This design comes from an exercise in tuning for small area, a short achievable clock period and few clock cycles per item on the open sky130 flow, not from production work. In this exercise RTL edits were held to simulation tests only and were not proved equivalent to the original. In every run shown here, the design's own scripts or RTL, not TritonCTS, make the clock network. No driver is modelled on the clock port, so clock power and skew are understated where the tree is cut down; a real chip needs a root buffer or a tree. No activity file was given, so power comes from the tool's default toggle rates.

--- design/flow/config.mk ---
export PLATFORM = sky130hd
export DESIGN_NAME = boron_enc
export DESIGN_NICKNAME = boron_enc
export VERILOG_FILES = /design/flow/design.v
export SDC_FILE = /design/flow/constraint.sdc
export NUM_CORES = 4
export LEC_CHECK = 0
export CAP_MARGIN = 20
export CORE_MARGIN = 2
export CORE_UTILIZATION = 58
export SETUP_SLACK_MARGIN = 3.0
export SLEW_MARGIN = 20
--- design/flow/constraint.sdc ---
create_clock -name core_clock -period 5.0 [get_ports {clk}]
set_input_delay 1.0000 -clock core_clock [delete_from_list [all_inputs] [get_ports {clk}]]
set_output_delay 1.0000 -clock core_clock [all_outputs]
set_load 0.01 [all_outputs]
--- design/flow/design.v ---
module s_box (
    input [3:0] i_sb, output [3:0] o_sb
);
    assign o_sb[0] = (!i_sb[3]&!i_sb[2]&i_sb[1]) | (!i_sb[2]&i_sb[1]&i_sb[0]) 
    | (!i_sb[3]&i_sb[2]&!i_sb[1]) | (i_sb[2]&!i_sb[1]&i_sb[0]) | 
    (i_sb[3]&!i_sb[2]&!i_sb[1]&!i_sb[0]) | (i_sb[3]&i_sb[2]&i_sb[1]&!i_sb[0]);
    assign o_sb[1] = (!i_sb[3]&!i_sb[2]&!i_sb[0]) | (!i_sb[3]&!i_sb[1]&!i_sb[0]) | (i_sb[2]&i_sb[1]&i_sb[0]) 
| (i_sb[3]&!i_sb[2]&i_sb[0]) | (i_sb[3]&i_sb[2]&i_sb[1]);
    assign o_sb[2] = (!i_sb[3]&!i_sb[2]&!i_sb[1]) | (!i_sb[2]&!i_sb[1]&!i_sb[0]) | (!i_sb[3]&i_sb[2]&!i_sb[0]) 
| (i_sb[3]&i_sb[1]&i_sb[0]) | (i_sb[3]&i_sb[2]&i_sb[0]);
    assign o_sb[3] = (!i_sb[3]&!i_sb[2]&!i_sb[0]) | (!i_sb[3]&i_sb[1]&!i_sb[0]) | (!i_sb[3]&i_sb[2]&i_sb[0]) 
| (i_sb[3]&!i_sb[1]&!i_sb[0]) | (i_sb[3]&!i_sb[2]&i_sb[1]&i_sb[0]);
endmodule
module block_shuffle (
    input [15:0] i_bs, output [15:0] o_bs
);
    assign o_bs = {i_bs[7:4], i_bs[3:0], i_bs[15:12], i_bs[11:8]};
endmodule
module round_permutation #(
    parameter [5:0] shift = 5'b0000,
    parameter [7:0] data_length = 8'd16
)(
    input [data_length - 1:0] i_rp,  output [data_length - 1:0] o_rp
); 
assign o_rp = (i_rp << shift) | (i_rp >> (data_length - shift));
endmodule
module XOR_layer (
    input [63:0] i_xor, output [63:0] o_xor
);
    assign o_xor = {(i_xor[63:48]^i_xor[47:32]^i_xor[15:0]), (i_xor[47:32]^i_xor[15:0]),(i_xor[63:48]^i_xor[31:16]), (i_xor[63:48]^i_xor[31:16]^i_xor[15:0])};
endmodule
module permutation_layer (
    input [63:0] i_pl, output [63:0] o_pl
);
    wire [63:0] bs2rp;
    wire [63:0] rp2xor;
    genvar i;
    generate
        for (i = 0; i < 4; i = i +1 ) begin
            block_shuffle bs(.i_bs(i_pl[(16*i + 15):16*i]), .o_bs(bs2rp[(16*i + 15):16*i]));
        end
    endgenerate
            round_permutation #(.shift(1), .data_length(16)) rp0(.i_rp(bs2rp[(16*0 + 15):16*0]), .o_rp(rp2xor[15:0]));
            round_permutation #(.shift(4), .data_length(16)) rp1(.i_rp(bs2rp[(16*1 + 15):16*1]), .o_rp(rp2xor[(16 + 15):16*1]));
            round_permutation #(.shift(7), .data_length(16)) rp2(.i_rp(bs2rp[(16*2 + 15):16*2]), .o_rp(rp2xor[(16*2 + 15):16*2]));
            round_permutation #(.shift(9), .data_length(16)) rp3(.i_rp(bs2rp[(16*3 + 15):16*3]), .o_rp(rp2xor[(16*3 + 15):16*3]));
    XOR_layer xl(.i_xor(rp2xor), .o_xor(o_pl));
endmodule
module add_round_key (
    input [63:0] i_ark_msg, input [63:0] i_ark_key,
    output [63:0] o_ark_cipher
);
    wire [63:0] xor_msg_key;
    wire [63:0] sb2pl;
    assign xor_msg_key = i_ark_key ^ i_ark_msg;
    genvar j;
    generate    
    for(j=0; j < 16; j = j + 1) begin
            s_box sb(.i_sb(xor_msg_key[(4*j + 3):4*j]), .o_sb(sb2pl[(4*j + 3):4*j]));
        end
    endgenerate
    permutation_layer pl(.i_pl(sb2pl), .o_pl(o_ark_cipher));
endmodule
module key_scheduler (
    input clk, rst, input [4:0] round_counter, input [79:0] i_ks_oldkey, output [79:0] o_ks_newkey 
);
    wire [79:0] level_shift;
    wire [79:0] level_sbox;
    wire [4:0] xor_rc;
    round_permutation #(.shift(13), .data_length(80)) rp (.i_rp(i_ks_oldkey), .o_rp(level_shift));
    s_box sb(.i_sb(level_shift[3:0]), .o_sb(level_sbox[3:0]));
    assign level_sbox[79:4] = level_shift[79:4];
    assign xor_rc = level_sbox[63:59]^(round_counter -1);
    assign o_ks_newkey = {level_sbox[79:64], xor_rc, level_sbox[58:0]};
endmodule
module boron_enc (
    input  clk, rst, start, input [63:0] plain_text, input [79:0] master_key,
    output reg done, output [63:0] cipher_text
);
    reg        busy;
    reg [4:0]  rc;           
    reg [63:0] x;
    reg [79:0] k;
    wire [63:0] x_next;
    wire [79:0] k_next;
    boron_dp dp(.busy(busy), .rc(rc), .x(x), .k(k), .pt(plain_text), .mk(master_key),
                .x_next(x_next), .k_next(k_next));
    always @(posedge clk) begin
        x <= x_next;
        k <= k_next;
        rc <= busy ? rc + 5'd1 : 5'd0;
    end
    always @(posedge clk) begin
        if (!rst) begin
            busy <= 1'b0;
            done <= 1'b0;
        end else begin
            done <= busy && rc == 5'd24;
            if (!busy)
                busy <= start;
            else if (rc == 5'd24)
                busy <= 1'b0;
        end
    end
    assign cipher_text = x;
endmodule
module boron_dp (
    input busy, input [4:0] rc, input [63:0] x, input [79:0] k,
    input [63:0] pt, input [79:0] mk,
    output [63:0] x_next, output [79:0] k_next
);
    wire [63:0] sp;
    wire [79:0] k_upd;
    add_round_key ark(.i_ark_msg(x), .i_ark_key(64'd0), .o_ark_cipher(sp));
    key_scheduler ks(.clk(1'b0), .rst(1'b0), .round_counter(rc + 5'd1), .i_ks_oldkey(k), .o_ks_newkey(k_upd));
    assign k_next = busy ? k_upd : mk;
    assign x_next = (busy ? sp : pt) ^ k_next[63:0];
endmodule
--- design/flow/flow/run.sh ---
#!/bin/bash
# Standard layout with three changes:
#  - the design's boron_dp module (the round's next-state logic) is replaced by
#    the same function mapped by hand to cells (dp_mapped.v, from gen/mkdp.py);
#    the registers and the rest of the design go through the standard synthesis;
#  - smaller port buffers (ports.tcl);
#  - a clock tree with the same number of buffers to every register (cts.tcl).
set -euo pipefail
here=$(pwd)
python3 flow/subst.py design.v flow/dp_mapped.v > design_mapped.v 2> subst.log
args=("VERILOG_FILES=$here/design_mapped.v" "PRE_GLOBAL_PLACE_TCL=$here/flow/ports.tcl" "PRE_CTS_TCL=$here/flow/cts.tcl")
if [[ -f flow/extra.txt ]]; then while read -r l; do [[ -n "$l" ]] && args+=("$l"); done < flow/extra.txt; fi
bash standard.sh "${args[@]}" finish > standard.log 2>&1
--- design/flow/flow/cts.tcl ---
# Clock tree built here instead of by TritonCTS. The flip-flops are split into
# 2^LEAF_LEVELS groups of equal size (alternately by median x and median y);
# each group gets a leaf buffer (CTS_LEAF_CELL, clkbuf_16 by default) at its centre. With ROOT_LEVELS > 0
# the leaf buffers are themselves split the same way into 2^ROOT_LEVELS groups,
# each driven by a clkbuf_16 root buffer; the clock port drives the roots (or
# the leaves). Every register sees the same number of buffers from the port.
set ::cts_leaf_levels [expr {[info exists ::env(CTS_LEAF_LEVELS)] ? $::env(CTS_LEAF_LEVELS) : 2}]
set ::cts_root_levels [expr {[info exists ::env(CTS_ROOT_LEVELS)] ? $::env(CTS_ROOT_LEVELS) : 0}]
set ::cts_leaf_cell [expr {[info exists ::env(CTS_LEAF_CELL)] ? $::env(CTS_LEAF_CELL) : "sky130_fd_sc_hd__clkbuf_16"}]
rename clock_tree_synthesis std_clock_tree_synthesis
proc split_sinks {sinks axis levels} {
  if {$levels == 0} { return [list $sinks] }
  set sorted [lsort -integer -index $axis $sinks]
  set half [expr {[llength $sorted] / 2}]
  set out {}
  foreach part [list [lrange $sorted 0 [expr {$half - 1}]] [lrange $sorted $half end]] {
    lappend out {*}[split_sinks $part [expr {1 - $axis}] [expr {$levels - 1}]]
  }
  return $out
}
proc drive_group {block master net_in g name} {
  set sx 0; set sy 0
  foreach s $g { incr sx [lindex $s 0]; incr sy [lindex $s 1] }
  set cnt [llength $g]
  set x [expr {$sx / $cnt}]
  set y [expr {$sy / $cnt}]
  set net [odb::dbNet_create $block "clknet_$name"]
  $net setSigType CLOCK
  set buf [odb::dbInst_create $block $master "clkbuf_$name"]
  $buf setLocation $x $y
  $buf setPlacementStatus PLACED
  [$buf findITerm A] connect $net_in
  [$buf findITerm X] connect $net
  foreach s $g {
    set it [lindex $s 2]
    $it disconnect
    $it connect $net
  }
  puts "clock buffer $name: $cnt sinks"
  return [list $x $y [$buf findITerm A]]
}
proc clock_tree_synthesis {args} {
  set block [ord::get_db_block]
  set master [[ord::get_db] findMaster sky130_fd_sc_hd__clkbuf_16]
  set leaf_master [[ord::get_db] findMaster $::cts_leaf_cell]
  set clk_net [$block findNet clk]
  set sinks {}
  foreach it [$clk_net getITerms] {
    set loc [[$it getInst] getLocation]
    lappend sinks [list [lindex $loc 0] [lindex $loc 1] $it]
  }
  set leaves {}
  set n 0
  foreach g [split_sinks $sinks 0 $::cts_leaf_levels] {
    lappend leaves [drive_group $block $leaf_master $clk_net $g "leaf_$n"]
    incr n
  }
  if {$::cts_root_levels > 0} {
    set n 0
    foreach g [split_sinks $leaves 0 $::cts_root_levels] {
      drive_group $block $master $clk_net $g "root_$n"
      incr n
    }
  }
  set_propagated_clock [all_clocks]
}
--- design/flow/flow/dp_mapped.v ---
// boron_dp mapped to sky130_fd_sc_hd cells; written by gen/mkdp.py
module boron_sbox_m (input [3:0] i, output [3:0] o);
  wire n00;
  wire n01;
  wire n02;
  wire n03;
  wire n04;
  wire n05;
  wire n06;
  wire n07;
  wire n08;
  wire n09;
  wire n10;
  wire n11;
  wire n12;
  sky130_fd_sc_hd__inv_1 g0 (.A(i[2]), .Y(n12));
  sky130_fd_sc_hd__nor2_1 g1 (.A(i[1]), .B(i[2]), .Y(n00));
  sky130_fd_sc_hd__nand2b_1 g2 (.A_N(i[0]), .B(i[3]), .Y(n01));
  sky130_fd_sc_hd__nor2_1 g3 (.A(n12), .B(i[0]), .Y(n02));
  sky130_fd_sc_hd__o21ai_1 g4 (.A1(i[3]), .A2(n02), .B1(n01), .Y(n03));
  sky130_fd_sc_hd__nand2_1 g5 (.A(n00), .B(n03), .Y(n04));
  sky130_fd_sc_hd__o21ai_1 g6 (.A1(n00), .A2(n03), .B1(n04), .Y(o[2]));
  sky130_fd_sc_hd__nor2_1 g7 (.A(i[0]), .B(i[3]), .Y(n05));
  sky130_fd_sc_hd__nor2b_1 g8 (.A(n12), .B_N(i[1]), .Y(n06));
  sky130_fd_sc_hd__and3_1 g9 (.A(n12), .B(i[0]), .C(i[3]), .X(n07));
  sky130_fd_sc_hd__nor3_1 g10 (.A(n05), .B(n06), .C(n07), .Y(n08));
  sky130_fd_sc_hd__a21oi_1 g11 (.A1(n05), .A2(n06), .B1(n08), .Y(o[1]));
  sky130_fd_sc_hd__nor2_1 g12 (.A(n00), .B(n06), .Y(n09));
  sky130_fd_sc_hd__nand2_1 g13 (.A(n01), .B(n09), .Y(n10));
  sky130_fd_sc_hd__o21ai_1 g14 (.A1(n01), .A2(n09), .B1(n10), .Y(o[0]));
  sky130_fd_sc_hd__a22oi_1 g15 (.A1(n12), .A2(i[0]), .B1(i[1]), .B2(i[3]), .Y(n11));
  sky130_fd_sc_hd__o22a_1 g16 (.A1(i[1]), .A2(n03), .B1(n07), .B2(n11), .X(o[3]));
endmodule

module boron_dp (
    input busy, input [4:0] rc, input [63:0] x, input [79:0] k,
    input [63:0] pt, input [79:0] mk,
    output [63:0] x_next, output [79:0] k_next
);
  wire [63:0] s;
  wire [3:0] ks_o;
  boron_sbox_m sb0 (.i(x[3:0]), .o(s[3:0]));
  boron_sbox_m sb1 (.i(x[7:4]), .o(s[7:4]));
  boron_sbox_m sb2 (.i(x[11:8]), .o(s[11:8]));
  boron_sbox_m sb3 (.i(x[15:12]), .o(s[15:12]));
  boron_sbox_m sb4 (.i(x[19:16]), .o(s[19:16]));
  boron_sbox_m sb5 (.i(x[23:20]), .o(s[23:20]));
  boron_sbox_m sb6 (.i(x[27:24]), .o(s[27:24]));
  boron_sbox_m sb7 (.i(x[31:28]), .o(s[31:28]));
  boron_sbox_m sb8 (.i(x[35:32]), .o(s[35:32]));
  boron_sbox_m sb9 (.i(x[39:36]), .o(s[39:36]));
  boron_sbox_m sb10 (.i(x[43:40]), .o(s[43:40]));
  boron_sbox_m sb11 (.i(x[47:44]), .o(s[47:44]));
  boron_sbox_m sb12 (.i(x[51:48]), .o(s[51:48]));
  boron_sbox_m sb13 (.i(x[55:52]), .o(s[55:52]));
  boron_sbox_m sb14 (.i(x[59:56]), .o(s[59:56]));
  boron_sbox_m sb15 (.i(x[63:60]), .o(s[63:60]));
  boron_sbox_m ksb (.i({k[70], k[69], k[68], k[67]}), .o(ks_o));
  wire kx0;
  wire kx1;
  wire kx2;
  wire kx3;
  wire kx4;
  wire p32;
  wire p16;
  wire p48;
  wire p0;
  wire p33;
  wire p17;
  wire p49;
  wire p1;
  wire p34;
  wire p18;
  wire p50;
  wire p2;
  wire p35;
  wire p19;
  wire p51;
  wire p3;
  wire p36;
  wire p20;
  wire p52;
  wire p4;
  wire p37;
  wire p21;
  wire p53;
  wire p5;
  wire p38;
  wire p22;
  wire p54;
  wire p6;
  wire p39;
  wire p23;
  wire p55;
  wire p7;
  wire p40;
  wire p24;
  wire p56;
  wire p8;
  wire p41;
  wire p25;
  wire p57;
  wire p9;
  wire p42;
  wire p26;
  wire p58;
  wire p10;
  wire p43;
  wire p27;
  wire p59;
  wire p11;
  wire p44;
  wire p28;
  wire p60;
  wire p12;
  wire p45;
  wire p29;
  wire p61;
  wire p13;
  wire p46;
  wire p30;
  wire p62;
  wire p14;
  wire p47;
  wire p31;
  wire p63;
  wire p15;
  wire mi0;
  wire mi1;
  wire mi2;
  wire mi3;
  wire mi4;
  wire mi5;
  wire mi6;
  wire mi7;
  wire mi8;
  wire mi9;
  wire mi10;
  wire mi11;
  wire mi12;
  wire mi13;
  wire mi14;
  wire mi15;
  wire mi16;
  wire mi17;
  wire mi18;
  wire mi19;
  wire mi20;
  wire mi21;
  wire mi22;
  wire mi23;
  wire mi24;
  wire mi25;
  wire mi26;
  wire mi27;
  wire mi28;
  wire mi29;
  wire mi30;
  wire mi31;
  wire mi32;
  wire mi33;
  wire mi34;
  wire mi35;
  wire mi36;
  wire mi37;
  wire mi38;
  wire mi39;
  wire mi40;
  wire mi41;
  wire mi42;
  wire mi43;
  wire mi44;
  wire mi45;
  wire mi46;
  wire mi47;
  wire mi48;
  wire mi49;
  wire mi50;
  wire mi51;
  wire mi52;
  wire mi53;
  wire mi54;
  wire mi55;
  wire mi56;
  wire mi57;
  wire mi58;
  wire mi59;
  wire mi60;
  wire mi61;
  wire mi62;
  wire mi63;
  sky130_fd_sc_hd__xor2_1 c0 (.A(k[46]), .B(rc[0]), .X(kx0));
  sky130_fd_sc_hd__xor2_1 c1 (.A(k[47]), .B(rc[1]), .X(kx1));
  sky130_fd_sc_hd__xor2_1 c2 (.A(k[48]), .B(rc[2]), .X(kx2));
  sky130_fd_sc_hd__xor2_1 c3 (.A(k[49]), .B(rc[3]), .X(kx3));
  sky130_fd_sc_hd__xor2_1 c4 (.A(k[50]), .B(rc[4]), .X(kx4));
  sky130_fd_sc_hd__mux2_1 c5 (.A0(mk[0]), .A1(ks_o[0]), .S(busy), .X(k_next[0]));
  sky130_fd_sc_hd__mux2_1 c6 (.A0(mk[1]), .A1(ks_o[1]), .S(busy), .X(k_next[1]));
  sky130_fd_sc_hd__mux2_1 c7 (.A0(mk[2]), .A1(ks_o[2]), .S(busy), .X(k_next[2]));
  sky130_fd_sc_hd__mux2_1 c8 (.A0(mk[3]), .A1(ks_o[3]), .S(busy), .X(k_next[3]));
  sky130_fd_sc_hd__mux2_1 c9 (.A0(mk[4]), .A1(k[71]), .S(busy), .X(k_next[4]));
  sky130_fd_sc_hd__mux2_1 c10 (.A0(mk[5]), .A1(k[72]), .S(busy), .X(k_next[5]));
  sky130_fd_sc_hd__mux2_1 c11 (.A0(mk[6]), .A1(k[73]), .S(busy), .X(k_next[6]));
  sky130_fd_sc_hd__mux2_1 c12 (.A0(mk[7]), .A1(k[74]), .S(busy), .X(k_next[7]));
  sky130_fd_sc_hd__mux2_1 c13 (.A0(mk[8]), .A1(k[75]), .S(busy), .X(k_next[8]));
  sky130_fd_sc_hd__mux2_1 c14 (.A0(mk[9]), .A1(k[76]), .S(busy), .X(k_next[9]));
  sky130_fd_sc_hd__mux2_1 c15 (.A0(mk[10]), .A1(k[77]), .S(busy), .X(k_next[10]));
  sky130_fd_sc_hd__mux2_1 c16 (.A0(mk[11]), .A1(k[78]), .S(busy), .X(k_next[11]));
  sky130_fd_sc_hd__mux2_1 c17 (.A0(mk[12]), .A1(k[79]), .S(busy), .X(k_next[12]));
  sky130_fd_sc_hd__mux2_1 c18 (.A0(mk[13]), .A1(k[0]), .S(busy), .X(k_next[13]));
  sky130_fd_sc_hd__mux2_1 c19 (.A0(mk[14]), .A1(k[1]), .S(busy), .X(k_next[14]));
  sky130_fd_sc_hd__mux2_1 c20 (.A0(mk[15]), .A1(k[2]), .S(busy), .X(k_next[15]));
  sky130_fd_sc_hd__mux2_1 c21 (.A0(mk[16]), .A1(k[3]), .S(busy), .X(k_next[16]));
  sky130_fd_sc_hd__mux2_1 c22 (.A0(mk[17]), .A1(k[4]), .S(busy), .X(k_next[17]));
  sky130_fd_sc_hd__mux2_1 c23 (.A0(mk[18]), .A1(k[5]), .S(busy), .X(k_next[18]));
  sky130_fd_sc_hd__mux2_1 c24 (.A0(mk[19]), .A1(k[6]), .S(busy), .X(k_next[19]));
  sky130_fd_sc_hd__mux2_1 c25 (.A0(mk[20]), .A1(k[7]), .S(busy), .X(k_next[20]));
  sky130_fd_sc_hd__mux2_1 c26 (.A0(mk[21]), .A1(k[8]), .S(busy), .X(k_next[21]));
  sky130_fd_sc_hd__mux2_1 c27 (.A0(mk[22]), .A1(k[9]), .S(busy), .X(k_next[22]));
  sky130_fd_sc_hd__mux2_1 c28 (.A0(mk[23]), .A1(k[10]), .S(busy), .X(k_next[23]));
  sky130_fd_sc_hd__mux2_1 c29 (.A0(mk[24]), .A1(k[11]), .S(busy), .X(k_next[24]));
  sky130_fd_sc_hd__mux2_1 c30 (.A0(mk[25]), .A1(k[12]), .S(busy), .X(k_next[25]));
  sky130_fd_sc_hd__mux2_1 c31 (.A0(mk[26]), .A1(k[13]), .S(busy), .X(k_next[26]));
  sky130_fd_sc_hd__mux2_1 c32 (.A0(mk[27]), .A1(k[14]), .S(busy), .X(k_next[27]));
  sky130_fd_sc_hd__mux2_1 c33 (.A0(mk[28]), .A1(k[15]), .S(busy), .X(k_next[28]));
  sky130_fd_sc_hd__mux2_1 c34 (.A0(mk[29]), .A1(k[16]), .S(busy), .X(k_next[29]));
  sky130_fd_sc_hd__mux2_1 c35 (.A0(mk[30]), .A1(k[17]), .S(busy), .X(k_next[30]));
  sky130_fd_sc_hd__mux2_1 c36 (.A0(mk[31]), .A1(k[18]), .S(busy), .X(k_next[31]));
  sky130_fd_sc_hd__mux2_1 c37 (.A0(mk[32]), .A1(k[19]), .S(busy), .X(k_next[32]));
  sky130_fd_sc_hd__mux2_1 c38 (.A0(mk[33]), .A1(k[20]), .S(busy), .X(k_next[33]));
  sky130_fd_sc_hd__mux2_1 c39 (.A0(mk[34]), .A1(k[21]), .S(busy), .X(k_next[34]));
  sky130_fd_sc_hd__mux2_1 c40 (.A0(mk[35]), .A1(k[22]), .S(busy), .X(k_next[35]));
  sky130_fd_sc_hd__mux2_1 c41 (.A0(mk[36]), .A1(k[23]), .S(busy), .X(k_next[36]));
  sky130_fd_sc_hd__mux2_1 c42 (.A0(mk[37]), .A1(k[24]), .S(busy), .X(k_next[37]));
  sky130_fd_sc_hd__mux2_1 c43 (.A0(mk[38]), .A1(k[25]), .S(busy), .X(k_next[38]));
  sky130_fd_sc_hd__mux2_1 c44 (.A0(mk[39]), .A1(k[26]), .S(busy), .X(k_next[39]));
  sky130_fd_sc_hd__mux2_1 c45 (.A0(mk[40]), .A1(k[27]), .S(busy), .X(k_next[40]));
  sky130_fd_sc_hd__mux2_1 c46 (.A0(mk[41]), .A1(k[28]), .S(busy), .X(k_next[41]));
  sky130_fd_sc_hd__mux2_1 c47 (.A0(mk[42]), .A1(k[29]), .S(busy), .X(k_next[42]));
  sky130_fd_sc_hd__mux2_1 c48 (.A0(mk[43]), .A1(k[30]), .S(busy), .X(k_next[43]));
  sky130_fd_sc_hd__mux2_1 c49 (.A0(mk[44]), .A1(k[31]), .S(busy), .X(k_next[44]));
  sky130_fd_sc_hd__mux2_1 c50 (.A0(mk[45]), .A1(k[32]), .S(busy), .X(k_next[45]));
  sky130_fd_sc_hd__mux2_1 c51 (.A0(mk[46]), .A1(k[33]), .S(busy), .X(k_next[46]));
  sky130_fd_sc_hd__mux2_1 c52 (.A0(mk[47]), .A1(k[34]), .S(busy), .X(k_next[47]));
  sky130_fd_sc_hd__mux2_1 c53 (.A0(mk[48]), .A1(k[35]), .S(busy), .X(k_next[48]));
  sky130_fd_sc_hd__mux2_1 c54 (.A0(mk[49]), .A1(k[36]), .S(busy), .X(k_next[49]));
  sky130_fd_sc_hd__mux2_1 c55 (.A0(mk[50]), .A1(k[37]), .S(busy), .X(k_next[50]));
  sky130_fd_sc_hd__mux2_1 c56 (.A0(mk[51]), .A1(k[38]), .S(busy), .X(k_next[51]));
  sky130_fd_sc_hd__mux2_1 c57 (.A0(mk[52]), .A1(k[39]), .S(busy), .X(k_next[52]));
  sky130_fd_sc_hd__mux2_1 c58 (.A0(mk[53]), .A1(k[40]), .S(busy), .X(k_next[53]));
  sky130_fd_sc_hd__mux2_1 c59 (.A0(mk[54]), .A1(k[41]), .S(busy), .X(k_next[54]));
  sky130_fd_sc_hd__mux2_1 c60 (.A0(mk[55]), .A1(k[42]), .S(busy), .X(k_next[55]));
  sky130_fd_sc_hd__mux2_1 c61 (.A0(mk[56]), .A1(k[43]), .S(busy), .X(k_next[56]));
  sky130_fd_sc_hd__mux2_1 c62 (.A0(mk[57]), .A1(k[44]), .S(busy), .X(k_next[57]));
  sky130_fd_sc_hd__mux2_1 c63 (.A0(mk[58]), .A1(k[45]), .S(busy), .X(k_next[58]));
  sky130_fd_sc_hd__mux2_1 c64 (.A0(mk[59]), .A1(kx0), .S(busy), .X(k_next[59]));
  sky130_fd_sc_hd__mux2_1 c65 (.A0(mk[60]), .A1(kx1), .S(busy), .X(k_next[60]));
  sky130_fd_sc_hd__mux2_1 c66 (.A0(mk[61]), .A1(kx2), .S(busy), .X(k_next[61]));
  sky130_fd_sc_hd__mux2_1 c67 (.A0(mk[62]), .A1(kx3), .S(busy), .X(k_next[62]));
  sky130_fd_sc_hd__mux2_1 c68 (.A0(mk[63]), .A1(kx4), .S(busy), .X(k_next[63]));
  sky130_fd_sc_hd__mux2_1 c69 (.A0(mk[64]), .A1(k[51]), .S(busy), .X(k_next[64]));
  sky130_fd_sc_hd__mux2_1 c70 (.A0(mk[65]), .A1(k[52]), .S(busy), .X(k_next[65]));
  sky130_fd_sc_hd__mux2_1 c71 (.A0(mk[66]), .A1(k[53]), .S(busy), .X(k_next[66]));
  sky130_fd_sc_hd__mux2_1 c72 (.A0(mk[67]), .A1(k[54]), .S(busy), .X(k_next[67]));
  sky130_fd_sc_hd__mux2_1 c73 (.A0(mk[68]), .A1(k[55]), .S(busy), .X(k_next[68]));
  sky130_fd_sc_hd__mux2_1 c74 (.A0(mk[69]), .A1(k[56]), .S(busy), .X(k_next[69]));
  sky130_fd_sc_hd__mux2_1 c75 (.A0(mk[70]), .A1(k[57]), .S(busy), .X(k_next[70]));
  sky130_fd_sc_hd__mux2_1 c76 (.A0(mk[71]), .A1(k[58]), .S(busy), .X(k_next[71]));
  sky130_fd_sc_hd__mux2_1 c77 (.A0(mk[72]), .A1(k[59]), .S(busy), .X(k_next[72]));
  sky130_fd_sc_hd__mux2_1 c78 (.A0(mk[73]), .A1(k[60]), .S(busy), .X(k_next[73]));
  sky130_fd_sc_hd__mux2_1 c79 (.A0(mk[74]), .A1(k[61]), .S(busy), .X(k_next[74]));
  sky130_fd_sc_hd__mux2_1 c80 (.A0(mk[75]), .A1(k[62]), .S(busy), .X(k_next[75]));
  sky130_fd_sc_hd__mux2_1 c81 (.A0(mk[76]), .A1(k[63]), .S(busy), .X(k_next[76]));
  sky130_fd_sc_hd__mux2_1 c82 (.A0(mk[77]), .A1(k[64]), .S(busy), .X(k_next[77]));
  sky130_fd_sc_hd__mux2_1 c83 (.A0(mk[78]), .A1(k[65]), .S(busy), .X(k_next[78]));
  sky130_fd_sc_hd__mux2_1 c84 (.A0(mk[79]), .A1(k[66]), .S(busy), .X(k_next[79]));
  sky130_fd_sc_hd__xor2_1 c85 (.A(s[33]), .B(s[7]), .X(p32));
  sky130_fd_sc_hd__xor2_1 c86 (.A(s[63]), .B(s[20]), .X(p16));
  sky130_fd_sc_hd__xor2_1 c87 (.A(p32), .B(s[63]), .X(p48));
  sky130_fd_sc_hd__xor2_1 c88 (.A(p16), .B(s[7]), .X(p0));
  sky130_fd_sc_hd__xor2_1 c89 (.A(s[34]), .B(s[8]), .X(p33));
  sky130_fd_sc_hd__xor2_1 c90 (.A(s[48]), .B(s[21]), .X(p17));
  sky130_fd_sc_hd__xor2_1 c91 (.A(p33), .B(s[48]), .X(p49));
  sky130_fd_sc_hd__xor2_1 c92 (.A(p17), .B(s[8]), .X(p1));
  sky130_fd_sc_hd__xor2_1 c93 (.A(s[35]), .B(s[9]), .X(p34));
  sky130_fd_sc_hd__xor2_1 c94 (.A(s[49]), .B(s[22]), .X(p18));
  sky130_fd_sc_hd__xor2_1 c95 (.A(p34), .B(s[49]), .X(p50));
  sky130_fd_sc_hd__xor2_1 c96 (.A(p18), .B(s[9]), .X(p2));
  sky130_fd_sc_hd__xor2_1 c97 (.A(s[36]), .B(s[10]), .X(p35));
  sky130_fd_sc_hd__xor2_1 c98 (.A(s[50]), .B(s[23]), .X(p19));
  sky130_fd_sc_hd__xor2_1 c99 (.A(p35), .B(s[50]), .X(p51));
  sky130_fd_sc_hd__xor2_1 c100 (.A(p19), .B(s[10]), .X(p3));
  sky130_fd_sc_hd__xor2_1 c101 (.A(s[37]), .B(s[11]), .X(p36));
  sky130_fd_sc_hd__xor2_1 c102 (.A(s[51]), .B(s[24]), .X(p20));
  sky130_fd_sc_hd__xor2_1 c103 (.A(p36), .B(s[51]), .X(p52));
  sky130_fd_sc_hd__xor2_1 c104 (.A(p20), .B(s[11]), .X(p4));
  sky130_fd_sc_hd__xor2_1 c105 (.A(s[38]), .B(s[12]), .X(p37));
  sky130_fd_sc_hd__xor2_1 c106 (.A(s[52]), .B(s[25]), .X(p21));
  sky130_fd_sc_hd__xor2_1 c107 (.A(p37), .B(s[52]), .X(p53));
  sky130_fd_sc_hd__xor2_1 c108 (.A(p21), .B(s[12]), .X(p5));
  sky130_fd_sc_hd__xor2_1 c109 (.A(s[39]), .B(s[13]), .X(p38));
  sky130_fd_sc_hd__xor2_1 c110 (.A(s[53]), .B(s[26]), .X(p22));
  sky130_fd_sc_hd__xor2_1 c111 (.A(p38), .B(s[53]), .X(p54));
  sky130_fd_sc_hd__xor2_1 c112 (.A(p22), .B(s[13]), .X(p6));
  sky130_fd_sc_hd__xor2_1 c113 (.A(s[40]), .B(s[14]), .X(p39));
  sky130_fd_sc_hd__xor2_1 c114 (.A(s[54]), .B(s[27]), .X(p23));
  sky130_fd_sc_hd__xor2_1 c115 (.A(p39), .B(s[54]), .X(p55));
  sky130_fd_sc_hd__xor2_1 c116 (.A(p23), .B(s[14]), .X(p7));
  sky130_fd_sc_hd__xor2_1 c117 (.A(s[41]), .B(s[15]), .X(p40));
  sky130_fd_sc_hd__xor2_1 c118 (.A(s[55]), .B(s[28]), .X(p24));
  sky130_fd_sc_hd__xor2_1 c119 (.A(p40), .B(s[55]), .X(p56));
  sky130_fd_sc_hd__xor2_1 c120 (.A(p24), .B(s[15]), .X(p8));
  sky130_fd_sc_hd__xor2_1 c121 (.A(s[42]), .B(s[0]), .X(p41));
  sky130_fd_sc_hd__xor2_1 c122 (.A(s[56]), .B(s[29]), .X(p25));
  sky130_fd_sc_hd__xor2_1 c123 (.A(p41), .B(s[56]), .X(p57));
  sky130_fd_sc_hd__xor2_1 c124 (.A(p25), .B(s[0]), .X(p9));
  sky130_fd_sc_hd__xor2_1 c125 (.A(s[43]), .B(s[1]), .X(p42));
  sky130_fd_sc_hd__xor2_1 c126 (.A(s[57]), .B(s[30]), .X(p26));
  sky130_fd_sc_hd__xor2_1 c127 (.A(p42), .B(s[57]), .X(p58));
  sky130_fd_sc_hd__xor2_1 c128 (.A(p26), .B(s[1]), .X(p10));
  sky130_fd_sc_hd__xor2_1 c129 (.A(s[44]), .B(s[2]), .X(p43));
  sky130_fd_sc_hd__xor2_1 c130 (.A(s[58]), .B(s[31]), .X(p27));
  sky130_fd_sc_hd__xor2_1 c131 (.A(p43), .B(s[58]), .X(p59));
  sky130_fd_sc_hd__xor2_1 c132 (.A(p27), .B(s[2]), .X(p11));
  sky130_fd_sc_hd__xor2_1 c133 (.A(s[45]), .B(s[3]), .X(p44));
  sky130_fd_sc_hd__xor2_1 c134 (.A(s[59]), .B(s[16]), .X(p28));
  sky130_fd_sc_hd__xor2_1 c135 (.A(p44), .B(s[59]), .X(p60));
  sky130_fd_sc_hd__xor2_1 c136 (.A(p28), .B(s[3]), .X(p12));
  sky130_fd_sc_hd__xor2_1 c137 (.A(s[46]), .B(s[4]), .X(p45));
  sky130_fd_sc_hd__xor2_1 c138 (.A(s[60]), .B(s[17]), .X(p29));
  sky130_fd_sc_hd__xor2_1 c139 (.A(p45), .B(s[60]), .X(p61));
  sky130_fd_sc_hd__xor2_1 c140 (.A(p29), .B(s[4]), .X(p13));
  sky130_fd_sc_hd__xor2_1 c141 (.A(s[47]), .B(s[5]), .X(p46));
  sky130_fd_sc_hd__xor2_1 c142 (.A(s[61]), .B(s[18]), .X(p30));
  sky130_fd_sc_hd__xor2_1 c143 (.A(p46), .B(s[61]), .X(p62));
  sky130_fd_sc_hd__xor2_1 c144 (.A(p30), .B(s[5]), .X(p14));
  sky130_fd_sc_hd__xor2_1 c145 (.A(s[32]), .B(s[6]), .X(p47));
  sky130_fd_sc_hd__xor2_1 c146 (.A(s[62]), .B(s[19]), .X(p31));
  sky130_fd_sc_hd__xor2_1 c147 (.A(p47), .B(s[62]), .X(p63));
  sky130_fd_sc_hd__xor2_1 c148 (.A(p31), .B(s[6]), .X(p15));
  sky130_fd_sc_hd__mux2i_1 c149 (.A0(pt[0]), .A1(p0), .S(busy), .Y(mi0));
  sky130_fd_sc_hd__xnor2_1 c150 (.A(mi0), .B(k_next[0]), .Y(x_next[0]));
  sky130_fd_sc_hd__mux2i_1 c151 (.A0(pt[1]), .A1(p1), .S(busy), .Y(mi1));
  sky130_fd_sc_hd__xnor2_1 c152 (.A(mi1), .B(k_next[1]), .Y(x_next[1]));
  sky130_fd_sc_hd__mux2i_1 c153 (.A0(pt[2]), .A1(p2), .S(busy), .Y(mi2));
  sky130_fd_sc_hd__xnor2_1 c154 (.A(mi2), .B(k_next[2]), .Y(x_next[2]));
  sky130_fd_sc_hd__mux2i_1 c155 (.A0(pt[3]), .A1(p3), .S(busy), .Y(mi3));
  sky130_fd_sc_hd__xnor2_1 c156 (.A(mi3), .B(k_next[3]), .Y(x_next[3]));
  sky130_fd_sc_hd__mux2i_1 c157 (.A0(pt[4]), .A1(p4), .S(busy), .Y(mi4));
  sky130_fd_sc_hd__xnor2_1 c158 (.A(mi4), .B(k_next[4]), .Y(x_next[4]));
  sky130_fd_sc_hd__mux2i_1 c159 (.A0(pt[5]), .A1(p5), .S(busy), .Y(mi5));
  sky130_fd_sc_hd__xnor2_1 c160 (.A(mi5), .B(k_next[5]), .Y(x_next[5]));
  sky130_fd_sc_hd__mux2i_1 c161 (.A0(pt[6]), .A1(p6), .S(busy), .Y(mi6));
  sky130_fd_sc_hd__xnor2_1 c162 (.A(mi6), .B(k_next[6]), .Y(x_next[6]));
  sky130_fd_sc_hd__mux2i_1 c163 (.A0(pt[7]), .A1(p7), .S(busy), .Y(mi7));
  sky130_fd_sc_hd__xnor2_1 c164 (.A(mi7), .B(k_next[7]), .Y(x_next[7]));
  sky130_fd_sc_hd__mux2i_1 c165 (.A0(pt[8]), .A1(p8), .S(busy), .Y(mi8));
  sky130_fd_sc_hd__xnor2_1 c166 (.A(mi8), .B(k_next[8]), .Y(x_next[8]));
  sky130_fd_sc_hd__mux2i_1 c167 (.A0(pt[9]), .A1(p9), .S(busy), .Y(mi9));
  sky130_fd_sc_hd__xnor2_1 c168 (.A(mi9), .B(k_next[9]), .Y(x_next[9]));
  sky130_fd_sc_hd__mux2i_1 c169 (.A0(pt[10]), .A1(p10), .S(busy), .Y(mi10));
  sky130_fd_sc_hd__xnor2_1 c170 (.A(mi10), .B(k_next[10]), .Y(x_next[10]));
  sky130_fd_sc_hd__mux2i_1 c171 (.A0(pt[11]), .A1(p11), .S(busy), .Y(mi11));
  sky130_fd_sc_hd__xnor2_1 c172 (.A(mi11), .B(k_next[11]), .Y(x_next[11]));
  sky130_fd_sc_hd__mux2i_1 c173 (.A0(pt[12]), .A1(p12), .S(busy), .Y(mi12));
  sky130_fd_sc_hd__xnor2_1 c174 (.A(mi12), .B(k_next[12]), .Y(x_next[12]));
  sky130_fd_sc_hd__mux2i_1 c175 (.A0(pt[13]), .A1(p13), .S(busy), .Y(mi13));
  sky130_fd_sc_hd__xnor2_1 c176 (.A(mi13), .B(k_next[13]), .Y(x_next[13]));
  sky130_fd_sc_hd__mux2i_1 c177 (.A0(pt[14]), .A1(p14), .S(busy), .Y(mi14));
  sky130_fd_sc_hd__xnor2_1 c178 (.A(mi14), .B(k_next[14]), .Y(x_next[14]));
  sky130_fd_sc_hd__mux2i_1 c179 (.A0(pt[15]), .A1(p15), .S(busy), .Y(mi15));
  sky130_fd_sc_hd__xnor2_1 c180 (.A(mi15), .B(k_next[15]), .Y(x_next[15]));
  sky130_fd_sc_hd__mux2i_1 c181 (.A0(pt[16]), .A1(p16), .S(busy), .Y(mi16));
  sky130_fd_sc_hd__xnor2_1 c182 (.A(mi16), .B(k_next[16]), .Y(x_next[16]));
  sky130_fd_sc_hd__mux2i_1 c183 (.A0(pt[17]), .A1(p17), .S(busy), .Y(mi17));
  sky130_fd_sc_hd__xnor2_1 c184 (.A(mi17), .B(k_next[17]), .Y(x_next[17]));
  sky130_fd_sc_hd__mux2i_1 c185 (.A0(pt[18]), .A1(p18), .S(busy), .Y(mi18));
  sky130_fd_sc_hd__xnor2_1 c186 (.A(mi18), .B(k_next[18]), .Y(x_next[18]));
  sky130_fd_sc_hd__mux2i_1 c187 (.A0(pt[19]), .A1(p19), .S(busy), .Y(mi19));
  sky130_fd_sc_hd__xnor2_1 c188 (.A(mi19), .B(k_next[19]), .Y(x_next[19]));
  sky130_fd_sc_hd__mux2i_1 c189 (.A0(pt[20]), .A1(p20), .S(busy), .Y(mi20));
  sky130_fd_sc_hd__xnor2_1 c190 (.A(mi20), .B(k_next[20]), .Y(x_next[20]));
  sky130_fd_sc_hd__mux2i_1 c191 (.A0(pt[21]), .A1(p21), .S(busy), .Y(mi21));
  sky130_fd_sc_hd__xnor2_1 c192 (.A(mi21), .B(k_next[21]), .Y(x_next[21]));
  sky130_fd_sc_hd__mux2i_1 c193 (.A0(pt[22]), .A1(p22), .S(busy), .Y(mi22));
  sky130_fd_sc_hd__xnor2_1 c194 (.A(mi22), .B(k_next[22]), .Y(x_next[22]));
  sky130_fd_sc_hd__mux2i_1 c195 (.A0(pt[23]), .A1(p23), .S(busy), .Y(mi23));
  sky130_fd_sc_hd__xnor2_1 c196 (.A(mi23), .B(k_next[23]), .Y(x_next[23]));
  sky130_fd_sc_hd__mux2i_1 c197 (.A0(pt[24]), .A1(p24), .S(busy), .Y(mi24));
  sky130_fd_sc_hd__xnor2_1 c198 (.A(mi24), .B(k_next[24]), .Y(x_next[24]));
  sky130_fd_sc_hd__mux2i_1 c199 (.A0(pt[25]), .A1(p25), .S(busy), .Y(mi25));
  sky130_fd_sc_hd__xnor2_1 c200 (.A(mi25), .B(k_next[25]), .Y(x_next[25]));
  sky130_fd_sc_hd__mux2i_1 c201 (.A0(pt[26]), .A1(p26), .S(busy), .Y(mi26));
  sky130_fd_sc_hd__xnor2_1 c202 (.A(mi26), .B(k_next[26]), .Y(x_next[26]));
  sky130_fd_sc_hd__mux2i_1 c203 (.A0(pt[27]), .A1(p27), .S(busy), .Y(mi27));
  sky130_fd_sc_hd__xnor2_1 c204 (.A(mi27), .B(k_next[27]), .Y(x_next[27]));
  sky130_fd_sc_hd__mux2i_1 c205 (.A0(pt[28]), .A1(p28), .S(busy), .Y(mi28));
  sky130_fd_sc_hd__xnor2_1 c206 (.A(mi28), .B(k_next[28]), .Y(x_next[28]));
  sky130_fd_sc_hd__mux2i_1 c207 (.A0(pt[29]), .A1(p29), .S(busy), .Y(mi29));
  sky130_fd_sc_hd__xnor2_1 c208 (.A(mi29), .B(k_next[29]), .Y(x_next[29]));
  sky130_fd_sc_hd__mux2i_1 c209 (.A0(pt[30]), .A1(p30), .S(busy), .Y(mi30));
  sky130_fd_sc_hd__xnor2_1 c210 (.A(mi30), .B(k_next[30]), .Y(x_next[30]));
  sky130_fd_sc_hd__mux2i_1 c211 (.A0(pt[31]), .A1(p31), .S(busy), .Y(mi31));
  sky130_fd_sc_hd__xnor2_1 c212 (.A(mi31), .B(k_next[31]), .Y(x_next[31]));
  sky130_fd_sc_hd__mux2i_1 c213 (.A0(pt[32]), .A1(p32), .S(busy), .Y(mi32));
  sky130_fd_sc_hd__xnor2_1 c214 (.A(mi32), .B(k_next[32]), .Y(x_next[32]));
  sky130_fd_sc_hd__mux2i_1 c215 (.A0(pt[33]), .A1(p33), .S(busy), .Y(mi33));
  sky130_fd_sc_hd__xnor2_1 c216 (.A(mi33), .B(k_next[33]), .Y(x_next[33]));
  sky130_fd_sc_hd__mux2i_1 c217 (.A0(pt[34]), .A1(p34), .S(busy), .Y(mi34));
  sky130_fd_sc_hd__xnor2_1 c218 (.A(mi34), .B(k_next[34]), .Y(x_next[34]));
  sky130_fd_sc_hd__mux2i_1 c219 (.A0(pt[35]), .A1(p35), .S(busy), .Y(mi35));
  sky130_fd_sc_hd__xnor2_1 c220 (.A(mi35), .B(k_next[35]), .Y(x_next[35]));
  sky130_fd_sc_hd__mux2i_1 c221 (.A0(pt[36]), .A1(p36), .S(busy), .Y(mi36));
  sky130_fd_sc_hd__xnor2_1 c222 (.A(mi36), .B(k_next[36]), .Y(x_next[36]));
  sky130_fd_sc_hd__mux2i_1 c223 (.A0(pt[37]), .A1(p37), .S(busy), .Y(mi37));
  sky130_fd_sc_hd__xnor2_1 c224 (.A(mi37), .B(k_next[37]), .Y(x_next[37]));
  sky130_fd_sc_hd__mux2i_1 c225 (.A0(pt[38]), .A1(p38), .S(busy), .Y(mi38));
  sky130_fd_sc_hd__xnor2_1 c226 (.A(mi38), .B(k_next[38]), .Y(x_next[38]));
  sky130_fd_sc_hd__mux2i_1 c227 (.A0(pt[39]), .A1(p39), .S(busy), .Y(mi39));
  sky130_fd_sc_hd__xnor2_1 c228 (.A(mi39), .B(k_next[39]), .Y(x_next[39]));
  sky130_fd_sc_hd__mux2i_1 c229 (.A0(pt[40]), .A1(p40), .S(busy), .Y(mi40));
  sky130_fd_sc_hd__xnor2_1 c230 (.A(mi40), .B(k_next[40]), .Y(x_next[40]));
  sky130_fd_sc_hd__mux2i_1 c231 (.A0(pt[41]), .A1(p41), .S(busy), .Y(mi41));
  sky130_fd_sc_hd__xnor2_1 c232 (.A(mi41), .B(k_next[41]), .Y(x_next[41]));
  sky130_fd_sc_hd__mux2i_1 c233 (.A0(pt[42]), .A1(p42), .S(busy), .Y(mi42));
  sky130_fd_sc_hd__xnor2_1 c234 (.A(mi42), .B(k_next[42]), .Y(x_next[42]));
  sky130_fd_sc_hd__mux2i_1 c235 (.A0(pt[43]), .A1(p43), .S(busy), .Y(mi43));
  sky130_fd_sc_hd__xnor2_1 c236 (.A(mi43), .B(k_next[43]), .Y(x_next[43]));
  sky130_fd_sc_hd__mux2i_1 c237 (.A0(pt[44]), .A1(p44), .S(busy), .Y(mi44));
  sky130_fd_sc_hd__xnor2_1 c238 (.A(mi44), .B(k_next[44]), .Y(x_next[44]));
  sky130_fd_sc_hd__mux2i_1 c239 (.A0(pt[45]), .A1(p45), .S(busy), .Y(mi45));
  sky130_fd_sc_hd__xnor2_1 c240 (.A(mi45), .B(k_next[45]), .Y(x_next[45]));
  sky130_fd_sc_hd__mux2i_1 c241 (.A0(pt[46]), .A1(p46), .S(busy), .Y(mi46));
  sky130_fd_sc_hd__xnor2_1 c242 (.A(mi46), .B(k_next[46]), .Y(x_next[46]));
  sky130_fd_sc_hd__mux2i_1 c243 (.A0(pt[47]), .A1(p47), .S(busy), .Y(mi47));
  sky130_fd_sc_hd__xnor2_1 c244 (.A(mi47), .B(k_next[47]), .Y(x_next[47]));
  sky130_fd_sc_hd__mux2i_1 c245 (.A0(pt[48]), .A1(p48), .S(busy), .Y(mi48));
  sky130_fd_sc_hd__xnor2_1 c246 (.A(mi48), .B(k_next[48]), .Y(x_next[48]));
  sky130_fd_sc_hd__mux2i_1 c247 (.A0(pt[49]), .A1(p49), .S(busy), .Y(mi49));
  sky130_fd_sc_hd__xnor2_1 c248 (.A(mi49), .B(k_next[49]), .Y(x_next[49]));
  sky130_fd_sc_hd__mux2i_1 c249 (.A0(pt[50]), .A1(p50), .S(busy), .Y(mi50));
  sky130_fd_sc_hd__xnor2_1 c250 (.A(mi50), .B(k_next[50]), .Y(x_next[50]));
  sky130_fd_sc_hd__mux2i_1 c251 (.A0(pt[51]), .A1(p51), .S(busy), .Y(mi51));
  sky130_fd_sc_hd__xnor2_1 c252 (.A(mi51), .B(k_next[51]), .Y(x_next[51]));
  sky130_fd_sc_hd__mux2i_1 c253 (.A0(pt[52]), .A1(p52), .S(busy), .Y(mi52));
  sky130_fd_sc_hd__xnor2_1 c254 (.A(mi52), .B(k_next[52]), .Y(x_next[52]));
  sky130_fd_sc_hd__mux2i_1 c255 (.A0(pt[53]), .A1(p53), .S(busy), .Y(mi53));
  sky130_fd_sc_hd__xnor2_1 c256 (.A(mi53), .B(k_next[53]), .Y(x_next[53]));
  sky130_fd_sc_hd__mux2i_1 c257 (.A0(pt[54]), .A1(p54), .S(busy), .Y(mi54));
  sky130_fd_sc_hd__xnor2_1 c258 (.A(mi54), .B(k_next[54]), .Y(x_next[54]));
  sky130_fd_sc_hd__mux2i_1 c259 (.A0(pt[55]), .A1(p55), .S(busy), .Y(mi55));
  sky130_fd_sc_hd__xnor2_1 c260 (.A(mi55), .B(k_next[55]), .Y(x_next[55]));
  sky130_fd_sc_hd__mux2i_1 c261 (.A0(pt[56]), .A1(p56), .S(busy), .Y(mi56));
  sky130_fd_sc_hd__xnor2_1 c262 (.A(mi56), .B(k_next[56]), .Y(x_next[56]));
  sky130_fd_sc_hd__mux2i_1 c263 (.A0(pt[57]), .A1(p57), .S(busy), .Y(mi57));
  sky130_fd_sc_hd__xnor2_1 c264 (.A(mi57), .B(k_next[57]), .Y(x_next[57]));
  sky130_fd_sc_hd__mux2i_1 c265 (.A0(pt[58]), .A1(p58), .S(busy), .Y(mi58));
  sky130_fd_sc_hd__xnor2_1 c266 (.A(mi58), .B(k_next[58]), .Y(x_next[58]));
  sky130_fd_sc_hd__mux2i_1 c267 (.A0(pt[59]), .A1(p59), .S(busy), .Y(mi59));
  sky130_fd_sc_hd__xnor2_1 c268 (.A(mi59), .B(k_next[59]), .Y(x_next[59]));
  sky130_fd_sc_hd__mux2i_1 c269 (.A0(pt[60]), .A1(p60), .S(busy), .Y(mi60));
  sky130_fd_sc_hd__xnor2_1 c270 (.A(mi60), .B(k_next[60]), .Y(x_next[60]));
  sky130_fd_sc_hd__mux2i_1 c271 (.A0(pt[61]), .A1(p61), .S(busy), .Y(mi61));
  sky130_fd_sc_hd__xnor2_1 c272 (.A(mi61), .B(k_next[61]), .Y(x_next[61]));
  sky130_fd_sc_hd__mux2i_1 c273 (.A0(pt[62]), .A1(p62), .S(busy), .Y(mi62));
  sky130_fd_sc_hd__xnor2_1 c274 (.A(mi62), .B(k_next[62]), .Y(x_next[62]));
  sky130_fd_sc_hd__mux2i_1 c275 (.A0(pt[63]), .A1(p63), .S(busy), .Y(mi63));
  sky130_fd_sc_hd__xnor2_1 c276 (.A(mi63), .B(k_next[63]), .Y(x_next[63]));
endmodule
--- design/flow/flow/extra.txt ---
CTS_LEAF_LEVELS=3
CTS_ROOT_LEVELS=1
CTS_LEAF_CELL=sky130_fd_sc_hd__clkbuf_8
--- design/flow/flow/ports.tcl ---
# Port buffers: buf_1 on the inputs, buf_2 on the outputs (which drive the
# output load), in place of the single buffer_ports call global placement makes.
rename buffer_ports std_buffer_ports
proc buffer_ports {args} {
  std_buffer_ports -inputs -buffer_cell sky130_fd_sc_hd__buf_1
  std_buffer_ports -outputs -buffer_cell sky130_fd_sc_hd__buf_2
}
--- design/flow/flow/subst.py ---
#!/usr/bin/env python3
"""subst.py DESIGN MAPPED: prints DESIGN with its boron_dp module replaced by the
cell-level modules in MAPPED (the same function, mapped by hand)."""
import re, sys
design = open(sys.argv[1]).read()
mapped = open(sys.argv[2]).read()
out, n = re.subn(r"(?ms)^\s*module\s+boron_dp\b.*?^\s*endmodule\b", "", design)
if n != 1:
    sys.exit("boron_dp not found exactly once in " + sys.argv[1])
sys.stdout.write(out + "\n" + mapped)
--- design/flow/standard.sh ---
#!/bin/bash
# synth_recipe.tcl (not shown) runs the flow's synth.tcl, then flattens the netlist and writes it again
# the make line also repeats each setting of config.mk as NAME=value (left out here)
make -C /OpenROAD-flow-scripts/flow DESIGN_CONFIG=/design/flow/config.mk WORK_HOME=/design/flow/orfs CLKGATE_MAP_FILE= SYNTH_SCRIPT=/design/flow/synth_recipe.tcl "${@:-finish}"
==> results.json, run 1 <==
{
  "vias": 6082,
  "routed_via_density": 5.35,
  "grt_max_degree": 85,
  "setup_viol_count_final": 0,
  "path_cells": "buf_2",
  "synth_ff_type": "dfxtp_1",
  "synth_area_per_cell_sq_um": 9.95,
  "cp_slowest_cell": "dfxtp_1",
  "overflow": 0,
  "crit_arrival_ns": 1.01,
  "portBuffers": 211,
  "worstSetupPathType": "register to output port",
  "synth_fp_nets": 886,
  "ir_drop_uv": 413,
  "wire_per_inst_um": 17.2,
  "grt_usage_pct": 26.7,
  "hp-class": "register to register",
  "synth_area_sq_mm": 0.00733,
  "ff_latch_area_sq_mm": 0.00303,
  "hold_depth": 1,
  "drtPass1Iterations": 5,
  "area_delta_synth_final_pct": 20.7,
  "core-area_sq_mm": 0.0125,
  "fill_cells": 1049,
  "status": "no timing/DRC/antenna violations",
  "max_slew.worst_pin.slew_ns": 0.515,
  "grt_first_pass_wirelength_mm": 28.0,
  "rsz0062_at_grt": "yes",
  "ys_ff_latch": 151,
  "synth_edf_count": 0,
  "r2r-start": "x[24]$_DFF_P_",
  "cp_top_family": "flip-flops",
  "die_area_sq_mm": 0.0136,
  "synth_cell_types": 21,
  "cap_violations": 0,
  "yosysMostFrequentCell": "dfxtp_1",
  "hold_viol_final": 0,
  "max_clock_freq_ghz": 0.498,
  "cp.depth": 1,
  "critPathLaunchType": "register",
  "ys_top_cells_by_count": "dfxtp_1 (151), mux2_1 (80), xor2_1 (70)",
  "start_util_pct": 58.8,
  "die_h_um": 116,
  "die_x_um": 116,
  "drtIter0Drc": 333,
  "min_to": "k[78]$_DFF_P_",
  "skew_ns": 0.0178,
  "totalWireLength_mm": 19.6,
  "design.final.nets": 1116,
  "ant_nets": 0,
  "max_stage_delay_ns": 0.50,
  "end_kind": "output port",
  "async_reset_ff_share_pct": 0,
  "routabilityCongestion": 0.888,
  "row_count": 41,
  "yosys.area.top_type": "dfxtp_1",
  "antenna_found_initial": 0,
  "worstHoldStart": "k[65]$_DFF_P_",
  "crit_required_ns": 4.00,
  "timing.final.crit_period_ns": 2.01,
  "timing.rr.end": "x[6]$_DFF_P_",
  "p_leak_nw": 3.68,
  "critPathMaxFanout": 6,
  "reg2regPathDepth": 7,
  "io_pins": 212,
  "synth_top_cell_area_share_pct": 41.2,
  "diodes": 0,
  "slew_headroom_pct": 65.7,
  "clk_pin_slew_ns": 0.12,
  "cp-startpoint": "x[24]$_DFF_P_",
  "remaining_drc_errors": 0,
  "slew_violations": 0,
  "stdcell_area_sq_mm": 0.00885,
  "finalCritPeriodShare_pct": 40.1,
  "yosys-top-cells-area": "dfxtp_1 (41%), mux2_1 (12%), mux2i_1 (9.0%)",
  "power_density_mw_per_mm2": 810,
  "r2r_setup_slack_ns": 3.08,
  "ys_warn_count": 1,
  "syn_inst": 737,
  "grt_pass1_vias": 5527,
  "seq_area_frac_synth_pct": 41.2,
  "placed_area_sq_mm": 0.00845,
  "clk_latency_ns": 0.32,
  "worst-path-buf-inv": 1,
  "cts_hold_buffers": 0,
  "setup_tns_ns": 0,
  "hpwl_mm": 15.3,
  "multi_input_area_sq_mm": 0.00440,
  "drive_gt1_share_pct": 12.6
}
==> cell type report <==
| type | instances | share of cell area (%) |
|---|---|---|
| multi-input combinational | 567 | 49.7 |
| inverter | 19 | 0.806 |
| sequential | 151 | 34.3 |
| buffer | 10 | 1.81 |
| timing repair buffer | 218 | 11.0 |
| tap | 172 | 2.43 |
==> logic make-up after synthesis <==
group,after synthesis,synth area share [%]
adder cells (fa/ha/maj),2,0.341
buffers and inverters,19,0.973
flip-flops,151,41.2
AND/OR/NAND/NOR,181,11.6
multiplexers,146,21.3
XOR/XNOR,134,16.0
AO/OA/AOI/OAI,104,8.55
==> routing by layer <==
| metal | global-route usage [%] | part of all wire, % | vias up |
|---|---|---|---|
| li1 | - | - | 3003 |
| met1 | 34.1 | 41 | 2811 |
| met2 | 47.4 | 49 | 231 |
| met3 | 4.46 | 7.0 | 37 |
| met4 | 6.43 | 2.8 | 0 |
| met5 | 0 | 0 | - |
==> placed cells by master (no fill, tap or decap), types with 18 or more instances in the layout <==
master      n
and3_1     18
xor2_1     60
mux2i_1    65
xnor2_1    64
nor2_1     68
dfxtp_1   145
inv_1      19
nand2_1    36
o21ai_1    40
buf_1     146
nand2b_1   19
buf_2      65
mux2_1     80
==> power breakdown <==
part           total [W]  switching [W]  internal (W)
Clock           0.000573       0.000354      0.000219
Sequential       0.00198       0.000394       0.00159
Combinational    0.00461        0.00265       0.00196
Total            0.00717        0.00340       0.00377
==> metrics by stage <==
step	power, W	setup WS (ns)	hold slack [ns]	util [%]	instances
floorplan	0.00500	2.85	0.417	-	737
global placement	0.00615	2.80	0.418	67.8	1121
detailed placement	0.00626	2.74	0.427	67.8	1121
CTS	0.00695	3.01	0.454	69.6	1133
global route	0.00772	2.93	0.457	71.0	1137
finish	0.00717	2.99	0.441	71.0	1137
==> repair_timing <==
| item | in CTS | in global routing |
|---|---|---|
| gates cloned | 0 | 0 |
| pin swaps | 3 | 8 |
| buffers inserted | 2 | 4 |
| endpoints found under the setup margin | 77 | 26 |
| hold endpoints to repair | 0 | 0 |
| resized for setup | 5 | 34 |
==> worst max-delay path by stage <==
stage                            to  slack, ns
finish              cipher_text[24]       2.99
global route           x[6]$_DFF_P_       2.93
CTS                 cipher_text[43]       3.01
detailed placement    x[24]$_DFF_P_       2.74
global placement       x[8]$_DFF_P_       2.80
floorplan             x[10]$_DFF_P_       2.85
==> registers in the layout, summed over array words and instances (netlist names) <==
signal and cells:
k 80, rc 5, x 64, done 1, busy 1
Testbench counts, summed over its fixed seeds: cycles 9,992, items 384.
==> run 2, diff against run 1 <==
--- a/design/flow/config.mk
+++ b/design/flow/config.mk
@@ -7,6 +7,6 @@
 export LEC_CHECK = 0
 export CAP_MARGIN = 20
 export CORE_MARGIN = 2
-export CORE_UTILIZATION = 58
+export CORE_UTILIZATION = 70
 export SETUP_SLACK_MARGIN = 3.0
 export SLEW_MARGIN = 20
==> run 2 against run 1 <==
  * First-iteration DRC count is 79% higher
  * Clock skew is 0.0091 ns lower
  * Global-route usage is 7.3 points higher
  * Largest power group unchanged
  * Setup slack worse by 0.0028 ns
  * Critical endpoint is now x[12]$_DFF_P_
  * Sequential power is 2% higher
  * Synthesized cell count stayed put
==> results.json, run 2 <==
{
  "status": "no timing/DRC/antenna violations",
  "r2r-start": "x[56]$_DFF_P_",
  "synth_edf_count": 0,
  "m1WireLength_mm": 8.07,
  "portBuffers": 211,
  "antenna_found_initial": 0,
  "ant_nets": 0,
  "ys_top_cells_by_count": "dfxtp_1 (151), mux2_1 (80), xor2_1 (70)",
  "slew_headroom_pct": 64.5,
  "finalCritPeriodShare_pct": 40.2,
  "top_register": "k",
  "grt_pass1_vias": 6281,
  "utilization_pct": 86.7,
  "synth_cell_types": 21,
  "holdWs_ns": 0.453,
  "setup_viol_count_final": 0,
  "met3WireLength_mm": 1.67,
  "slew_violations": 0,
  "max_slew.worst_pin.slew_ns": 0.533,
  "fill_cells": 585,
  "remaining_drc_errors": 0,
  "drtIter0Drc": 596,
  "max_clock_freq_ghz": 0.497,
  "routabilityCongestion": 0.922,
  "synth_fp_nets": 886,
  "finalPower_w": 0.00753,
  "core-area_sq_mm": 0.0102,
  "critPathMaxFanout": 6,
  "met2_wirelength_mm": 10.4,
  "skew_ns": 0.00874,
  "row_count": 37,
  "synth_area_sq_mm": 0.00733,
  "hpwl_mm": 15.6,
  "ff_latch_area_sq_mm": 0.00303,
  "start_util_pct": 71.7,
  "multi_input_area_sq_mm": 0.00445,
  "dp_slack_ns": 2.72,
  "cts_hold_buffers": 0,
  "drive_gt1_share_pct": 13.9,
  "syn_inst": 737,
  "r2r_setup_slack_ns": 2.99,
  "crit_arrival_ns": 2.22,
  "totalWireLength_mm": 21.0,
  "timing.final.crit_period_ns": 2.01,
  "end_kind": "register",
  "area_delta_synth_final_pct": 20.9,
  "ys_warn_count": 1,
  "cap_violations": 0,
  "ir_drop_uv": 549,
  "design.final.nets": 1121,
  "grt_first_pass_wirelength_mm": 30.6,
  "mostFrequentLayoutCells": "buf_1 (146), dfxtp_1 (144), mux2_1 (80), nor2_1 (68)",
  "overflow": 0,
  "synth_area_per_cell_sq_um": 9.95,
  "critPathLaunchType": "register",
  "power_density_mw_per_mm2": 850,
  "p_leak_nw": 3.71,
  "clkPwrFrac_pct": 7.5,
  "die_area_sq_mm": 0.0113,
  "worstHoldStart": "k[51]$_DFF_P_",
  "wire_per_inst_um": 19.0,
  "async_reset_ff_share_pct": 0,
  "switchingPower_w": 0.00365,
  "clk_pin_slew_ns": 0.12,
  "io_pins": 212,
  "hold_viol_final": 0,
  "top_layer": "met4",
  "power_frac_comb_pct": 65.7,
  "setup_tns_ns": 0,
  "drtPass1Iterations": 7,
  "internal_power_w": 0.00388,
  "worst_slack_ns": 2.99,
  "switching_share_pct": 48.5,
  "hp-class": "register to register",
  "diodes": 0,
  "ys_ff_latch": 151,
  "routed_via_density": 5.79,
  "yosysMostFrequentCell": "dfxtp_1",
  "die_h_um": 106,
  "grt_usage_pct": 34.1,
  "yosys.area.top_type": "dfxtp_1",
  "die_x_um": 106,
  "crit_required_ns": 5.21,
  "vias": 6405,
  "yosys-top-cells-area": "dfxtp_1 (41%), mux2_1 (12%), mux2i_1 (9.0%)",
  "clk_latency_ns": 0.31,
  "synth_ff_type": "dfxtp_1",
  "reg.largest.list": "k: 80 flops, x: 64 flops, rc: 5 flops",
  "worstSetupPathType": "register to register",
  "final_common_cell": "buf_1",
  "cp-startpoint": "x[56]$_DFF_P_",
  "largest_reg_flops": 80,
  "synth_top_cell_area_share_pct": 41.2,
  "grt_max_degree": 45,
  "power_frac_seq_pct": 26.8,
  "rsz0062_at_grt": "yes",
  "seq_area_frac_synth_pct": 41.2
}
## run 2: kinds of logic (layout without fill, tap and decap cells)
logic type               count (synthesis)  in the layout  share of synthesized area, %
AND/OR/NAND/NOR                        181            181                          11.6
buffers and inverters                   19            252                         0.973
flip-flops                             151            151                          41.2
multiplexers                           146            146                          21.3
XOR/XNOR                               134            134                          16.0
adder cells (fa/ha/maj)                  2              2                         0.341
AO/OA/AOI/OAI                          104            104                          8.55
## run 2: metrics by stage
| stage | std cells | instance area, sq um |
|---|---|---|
| global route | 1106 | 8870 |
| detailed placement | 1087 | 8400 |
| global placement | 1087 | 8400 |
| finish | 1106 | 8870 |
| floorplan | 737 | 7340 |
| CTS | 1099 | 8640 |
## run 2: repair_timing
item / in CTS / in global routing
buffers inserted: 2 / 7
pin swaps: 5 / 12
setup endpoints to repair: 89 / 38
gates resized for setup: 7 / 43
## run 2: power groups by stage
stage	combinational, W	sequential [W]	clock (W)
final	0.00495	0.00202	0.000565
after global routing	0.00532	0.00206	0.000609
after CTS	0.00442	0.00198	0.000573
after detailed placement	0.00429	0.00201	0
after global placement	0.00410	0.00198	0
after floorplan	0.00296	0.00205	0
## run 2: metal layers
layer	up-vias	GRT usage, %
li1	2998	-
met1	2992	41.8
met2	352	60.9
met3	63	4.23
met4	0	12.9
met5	-	0
## run 2: final timing paths
check,cells past startpoint,to
setup / recovery,7,x[12]$_DFF_P_
hold / removal,1,k[64]$_DFF_P_
setup reg to reg,7,x[12]$_DFF_P_
hold reg to reg,1,k[64]$_DFF_P_
## run 2: worst max-delay path: stages, from the launching register on
cell	delay [ns]
dfxtp_1	0.43
nand2b_1	0.20
o21ai_1	0.14
o22a_1	0.29
xor2_2	0.29
xor2_1	0.27
mux2i_1	0.14
xnor2_1	0.15
## run 2: final cells by class
class	instances	share of cell area (%)
buffer	10	1.81
multi-input combinational	567	50.2
sequential	151	34.2
timing repair buffer	223	11.1
inverter	19	0.804
tap	136	1.92

[separate check: timing with driven ports]
No port has a modelled driver above. Below, the same layouts with a new extraction and two added sets of constraints.
Step 1 assumes that a clkbuf_16 drives the clock port and a buf_2 every other input.
Step 2 also shifts input and output timing later by t, the mid clock arrival at the registers, as if the neighbouring blocks saw the same clock.
a / b / c = ideal ports / drivers / drivers and shift; a / b = the first two.
| run | shift t [ns] | slack for setup (ns) | hold slack, ns | worst setup path at the end | latest minus earliest clock arrival (ns) |
|---|---|---|---|---|---|
| run 1 | 0.367 | 2.993 / 2.937 / 3.081 | 0.441 / 0.441 / 0.441 | register to register | 0.018 / 0.018 |
| run 2 | 0.363 | 2.990 / 2.974 / 2.990 | 0.453 / 0.453 / 0.453 | register to register | 0.009 / 0.009 |
After both steps setup and hold are still met in every run listed.
